From an optimization exercise on the open Yosys and OpenROAD flow, aimed at small area; shortcuts taken in it are not production practice. Only simulation tests tie the RTL to the original design; equivalence was not proved. No activity file was given, so power comes from the tool's default toggle rates.

Design pong, start of the top module:
module pong(
    input clock,
    output [3:0] red,
    output [3:0] green,
    output [3:0] blue,
    output hsync, vsync, avideo,
    input switch,
    input reset,
    input pushUp,
    input pushDown
  );
Settings: LEC_CHECK=0, CAP_MARGIN=20, CORE_MARGIN=2, CORE_UTILIZATION=40, SLEW_MARGIN=20; clock period 10.0 ns.
standard.sh (not shown) runs the stock make flow with config.mk's settings and CLKGATE_MAP_FILE= SYNTH_SCRIPT=/design/flow/synth_recipe.tcl, a recipe that flattens the netlist after the stock synthesis.
==> flow/flow/run.sh <==
#!/bin/bash
# Own layout flow:
#  1. the standard synthesis (bash standard.sh synth);
#  2. the combinational logic mapped again by ABC with an area-oriented
#     script (deepsyn, best of four seeds); the flip-flops, their names and their cells stay as the
#     standard synthesis made them;
#  3. the standard layout from floorplan to finish on that netlist, with
#     the smallest buffer on each port and a clock tree of small buffers.
# Each tool's output goes to a log file of its own in this folder.
set -euo pipefail
W=$(pwd)
PLAT=${FLOW_PLATFORM:-sky130hd}
R=$W/orfs/results/$PLAT/pong/base
L=$W/orfs/logs/$PLAT/pong/base

bash standard.sh synth > "$W/standard_synth.log" 2>&1

YOSYS=$(command -v yosys || true)
[ -n "$YOSYS" ] || YOSYS=$FLOW_HOME/../tools/install/yosys/bin/yosys
LIB=$FLOW_HOME/platforms/$PLAT/lib/sky130_fd_sc_hd__tt_025C_1v80.lib

cp "$R/1_2_yosys.v" "$W/standard_synth.v"
# the same don't-use cells as the standard synthesis gave ABC
DONT_USE=$(grep -m1 -o -- '^abc -script .*' "$L/1_2_yosys.log" | grep -o -- '-dont_use [^ ]*' | tr '\n' ' ')
# the sequential cells stay as they are
SEQ=$(grep -o 'sky130_fd_sc_hd__\(df\|edf\|sdf\|dl\|sdl\)[a-z0-9_]*' "$W/standard_synth.v" | sort -u | tr '\n' ' ')

# ABC's deepsyn is run with a few random seeds side by side; the smallest
# mapped netlist is kept
remap() {
  local S=$1
  cat > "$W/remap_s$S.ys" <<YS
read_liberty -ignore_miss_func $LIB
read_verilog $W/standard_synth.v
hierarchy -top $FLOW_TOP
setattr -mod -set blackbox 1 $SEQ
flatten
hierarchy -top $FLOW_TOP
opt_clean -purge
tee -o $W/remap_before.txt stat -liberty $LIB
abc -liberty $LIB $DONT_USE -script +strash;&get,-n;&deepsyn,-S,$S,-T,240;&put;dch,-f;amap
opt_clean -purge
setundef -zero
hilomap -singleton -hicell sky130_fd_sc_hd__conb_1 HI -locell sky130_fd_sc_hd__conb_1 LO
insbuf -buf sky130_fd_sc_hd__buf_1 A X
splitnets
opt_clean -purge
read_liberty -lib -ignore_redef $LIB
check -assert
tee -o $W/remap_s$S.txt stat -liberty $LIB
write_verilog -noattr -nohex -nodec $W/remap_s$S.v
YS
  "$YOSYS" -s "$W/remap_s$S.ys" > "$W/remap_s$S.log" 2>&1
}
for S in 0 1 2 3; do remap $S & done
wait
BEST=""
BEST_AREA=""
for S in 0 1 2 3; do
  [ -f "$W/remap_s$S.v" ] || continue
  A=$(grep -m1 'Chip area' "$W/remap_s$S.txt" | awk '{print $NF}')
  if [ -z "$BEST" ] || awk -v a="$A" -v b="$BEST_AREA" 'BEGIN { exit !(a < b) }'; then
    BEST=$S
    BEST_AREA=$A
  fi
done
[ -n "$BEST" ] || { echo "no remapped netlist" >&2; exit 1; }
echo "remap: seed $BEST, area $BEST_AREA" > "$W/remap_choice.txt"
cp "$W/remap_s$BEST.v" "$W/remap.v"

cp "$W/remap.v" "$R/1_2_yosys.v"
rm -f "$R/1_synth.odb" "$R/1_synth.sdc"

export BUFFER_PORTS_ARGS="-buffer_cell sky130_fd_sc_hd__buf_1"
export CTS_ARGS="-sink_clustering_enable -repair_clock_nets -dont_use_dummy_load -buf_list sky130_fd_sc_hd__clkbuf_8"
bash standard.sh > "$W/standard_layout.log" 2>&1
Edit:
--- a/flow/design.v
+++ b/flow/design.v
@@ -383,19 +383,19 @@
     c = en;
     for (i = 0; i < 10; i = i + 1) begin
       step10[i] = v[i] ^ c;
       c = c & (v[i] ^ dn);
     end
   end
 endfunction
   reg st, nst;
   wire [10:0] e = sub10({1'b0, by}, {1'b0, pad});
-  wire eneg = e[10] & (&e[8:2]) & (e[1] | e[0]);      
+  wire eneg = e[10] & (&e[9:2]) & (e[1] | e[0]);      
   wire onpad = (~e[10] & le(e[9:0], 37)) | eneg;
   wire [5:0] el = e[5:0];
   wire [2:0] sec_code = (eneg | le(el, 2)) ? 3'b101 :    
                         le(el, 8)  ? 3'b110 :            
                         le(el, 13) ? 3'b111 :            
                         le(el, 19) ? 3'b000 :
                         le(el, 25) ? 3'b001 :            
                         le(el, 31) ? 3'b010 :            
                                      3'b011;             
@@ -522,20 +522,20 @@
                   (rnd == 4'd3)  ? 9'd270 :
                   (rnd == 4'd4)  ? 9'd133 :
                   (rnd == 4'd5)  ? 9'd450 :
                   (rnd == 4'd6)  ? 9'd310 :
                   (rnd == 4'd7)  ? 9'd210 :
                   (rnd == 4'd8)  ? 9'd35  :
                   (rnd == 4'd9)  ? 9'd335 :
                   (rnd == 4'd10) ? 9'd135 : 9'd227;
   wire bx632 = (bx == 10'd632);
-  wire top  = ~(|by[8:5]) & ~(by[2] & by[1]);           
-  wire bot  = by[8] & by[7] & by[6] & by[4];             
+  wire top  = le({1'b0, by}, 29);
+  wire bot  = ge({1'b0, by}, 464);
   wire xl10 = le(bx, 10);
   wire restart = pt | ponto2 | ar;
   reg [1:0] dx;      
   reg [2:0] dy;      
   reg n_ponto2, n_s2, n_s3, n_a1, n_a2, n_a11, n_a22;
   always @(*) begin
     dx = 2'b00;
     dy = 3'b000;
     {n_ponto2, n_s2, n_s3, n_a1, n_a2, n_a11, n_a22} = {ponto2, s2, s3, a1, a2, a11, a22};
=> Power rose by 0.74%. Worst setup slack is better by 1.3 ns. Synthesized cell count fell by 0.91%. Die area stays flat. Non-clock buffer count is unchanged. Core utilization stays flat. Clock-buffer cell count stays the same. Area after synthesis barely changes. Worst hold slack degrades by 0.0037 ns.

afterwards: timing with drivers on the ports:
The flow's constraints put no driver on any port. The routed layouts listed below were extracted and timed again, unchanged, in two steps.
Step 1 sets driving cells, clkbuf_16 on the clock port and buf_2 on the other inputs (assumed; they add their load-dependent delay and slew).
Step 2 moves the port delays by t, midway between the first and last clock arrival at a register: inputs arrive t later, outputs are due t later. That takes back most of the time a late clock gives input paths.
Slacks: no drivers / after step 1 / after step 2; pairs: no drivers / after step 1.
| run | t (ns) | setup slack, ns | worst setup path after step 2 | clock arrival spread, ns |
|---|---|---|---|---|
| the first run | 0.414 | 4.153 / 4.153 / 4.153 | register to register | 0.027 / 0.027 |
| the second run | 0.410 | 5.405 / 5.405 / 5.405 | register to register | 0.031 / 0.031 |
After both steps setup and hold are still met in every run listed.
